Source: an optimization exercise on an open RTL-to-GDS flow (aim: small area). Production flows keep margins and buffers that such runs may drop.
The RTL was checked by simulation tests, not by an equivalence proof against the original design.
No activity file was given, so power comes from the tool's default toggle rates.

Design top_fan, start of the top module:
module top_fan(
    input clk, reset_p,
    input [5:0] btn, input [1:0] sw,
    input adc_eoc, input [6:0] adc_do,
    input dht11_in, output dht11_drive,
    input echo, output trig,
    output motor_pwm, output led_pwm, output servo_pwm,
    output [13:0] led,
    output buzz,
    output [3:0] an, output [6:0] seg
    );
Size in the first run: roughly 1300 cells after synthesis, about 220 flip-flops, ~51 I/O pins, ~11000 um2 of cells after synthesis.
clock: 10.0 ns
lec_check: 0
cap_margin: 20
core_margin: 2
core_utilization: 40
slew_margin: 20
standard.sh (not shown) runs the stock make flow with config.mk's settings and CLKGATE_MAP_FILE= SYNTH_SCRIPT=/design/flow/synth_recipe.tcl, a recipe that flattens the netlist after the stock synthesis.
==> flow/flow/run.sh <==
#!/bin/bash
# Layout flow: the standard flow (standard.sh), with an area-oriented ABC
# mapping script in synthesis and flow settings passed to make below.
# Synthesis is the standard flow's own script (synth_recipe.tcl) with only the ABC script
# swapped, so the registers are the same as the standard synthesis.
set -euo pipefail
here=$(pwd)
{
  cat <<'EOT'
proc abc {args} {
  set i [lsearch -exact $args -script]
  if {$i >= 0} { lset args [expr {$i+1}] $::env(AREA_ABC_SCRIPT) }
  yosys abc {*}$args
}
EOT
  cat "$here/synth_recipe.tcl"
} > "$here/area_synth.tcl"
export AREA_ABC_SCRIPT="$here/flow/abc_area.script"
bash standard.sh SYNTH_SCRIPT="$here/area_synth.tcl" CORE_UTILIZATION=65 BUFFER_PORTS_ARGS='-buffer_cell sky130_fd_sc_hd__buf_1' CTS_ARGS='-sink_clustering_enable -repair_clock_nets -dont_use_dummy_load -buf_list sky130_fd_sc_hd__clkbuf_4 -sink_clustering_size 9 -sink_clustering_max_diameter 40' finish > "$here/flow_make.log" 2>&1
==> flow/flow/abc_area.script <==
strash
ifraig
dc2
dch -f
amap -F 4 -A 8
strash
dc2
dch -f
amap -F 4 -A 8
topo
Next try:
--- a/flow/flow/run.sh
+++ b/flow/flow/run.sh
@@ -19 +19 @@
-bash standard.sh SYNTH_SCRIPT="$here/area_synth.tcl" CORE_UTILIZATION=65 BUFFER_PORTS_ARGS='-buffer_cell sky130_fd_sc_hd__buf_1' CTS_ARGS='-sink_clustering_enable -repair_clock_nets -dont_use_dummy_load -buf_list sky130_fd_sc_hd__clkbuf_4 -sink_clustering_size 9 -sink_clustering_max_diameter 40' finish > "$here/flow_make.log" 2>&1
+bash standard.sh SYNTH_SCRIPT="$here/area_synth.tcl" CORE_UTILIZATION=75 BUFFER_PORTS_ARGS='-buffer_cell sky130_fd_sc_hd__buf_1' CTS_ARGS='-sink_clustering_enable -repair_clock_nets -dont_use_dummy_load -buf_list sky130_fd_sc_hd__clkbuf_16 -sink_clustering_size 40 -sink_clustering_max_diameter 80' finish > "$here/flow_make.log" 2>&1
Effect:
- The changed run went through all stages and came out clean
- wire length barely changes
- cell count came out lower by 3.5%
- worst hold slack degrades by 8.5 ps
- combinational power is higher by about 3%
Next try:
==> flow/flow/run.sh (replaced) <==
#!/bin/bash
# Layout flow: the standard flow (standard.sh) with these changes:
#  - synthesis: the standard flow's own script (synth_recipe.tcl) with the ABC mapping
#    script swapped for an area-oriented one (flow/abc_area.script) and no
#    separate adder mapping, so ABC maps the adders with the rest of the logic;
#    the registers are the standard synthesis's;
#  - port buffers: sky130_fd_sc_hd__buf_1 on every input and output port;
#  - clock tree: smaller clock buffers, no dummy loads;
#  - higher core utilization.
# Each tool's output is in orfs/logs/ (ORFS) and flow_make.log.
set -euo pipefail
here=$(pwd)
{
  cat <<'EOT'
proc abc {args} {
  set i [lsearch -exact $args -script]
  if {$i >= 0} { lset args [expr {$i+1}] $::env(AREA_ABC_SCRIPT) }
  yosys abc {*}$args
}
EOT
  cat "$here/synth_recipe.tcl"
} > "$here/area_synth.tcl"
export AREA_ABC_SCRIPT="$here/flow/abc_area.script"
bash standard.sh \
  SYNTH_SCRIPT="$here/area_synth.tcl" \
  ADDER_MAP_FILE= \
  CORE_UTILIZATION=65 BUFFER_PORTS_ARGS='-buffer_cell sky130_fd_sc_hd__buf_1' CTS_ARGS='-sink_clustering_enable -repair_clock_nets -dont_use_dummy_load -buf_list sky130_fd_sc_hd__clkbuf_4 -sink_clustering_size 9 -sink_clustering_max_diameter 40' \
  finish > "$here/flow_make.log" 2>&1
==> flow/flow/abc_area.script (replaced) <==
strash
ifraig
dc2
dch -f
amap -m -F 10 -A 20
strash
dc2
dch -f
amap -m -F 10 -A 20
strash
dc2
dch -f
amap -m -F 10 -A 20
topo
Result: Power falls by 5.2%; via count is lower by 9.5%; critical path depth rose by 2; cell area shrinks by 9.5%; combinational power falls by about 10%; die area is higher by 4.7%; area after synthesis went down by 9.1%.
Next try:
==> flow/flow/run.sh (replaced) <==
#!/bin/bash
# Layout flow: the standard flow (standard.sh), with an area-oriented ABC
# mapping script in synthesis and flow settings passed to make below.
# Synthesis is the standard flow's own script (synth_recipe.tcl) with only the ABC script
# swapped, so the registers are the same as the standard synthesis.
set -euo pipefail
here=$(pwd)
{
  cat <<'EOT'
proc abc {args} {
  set i [lsearch -exact $args -script]
  if {$i >= 0} { lset args [expr {$i+1}] $::env(AREA_ABC_SCRIPT) }
  yosys abc {*}$args
}
EOT
  cat "$here/synth_recipe.tcl"
} > "$here/area_synth.tcl"
export AREA_ABC_SCRIPT="$here/flow/abc_area.script"
bash standard.sh SYNTH_SCRIPT="$here/area_synth.tcl" CORE_UTILIZATION=75 BUFFER_PORTS_ARGS='-buffer_cell sky130_fd_sc_hd__buf_1' CTS_ARGS='-sink_clustering_enable -repair_clock_nets -dont_use_dummy_load -buf_list sky130_fd_sc_hd__clkbuf_8 -sink_clustering_size 18 -sink_clustering_max_diameter 50' finish > "$here/flow_make.log" 2>&1
==> flow/flow/abc_area.script (replaced) <==
strash
ifraig
dc2
dch -f
amap -F 4 -A 8
strash
dc2
dch -f
amap -F 4 -A 8
topo
=> Global-route usage goes up by 3.8 points; via count goes up by roughly a tenth; non-clock buffer count goes up by 6; utilization goes up by 11 points.
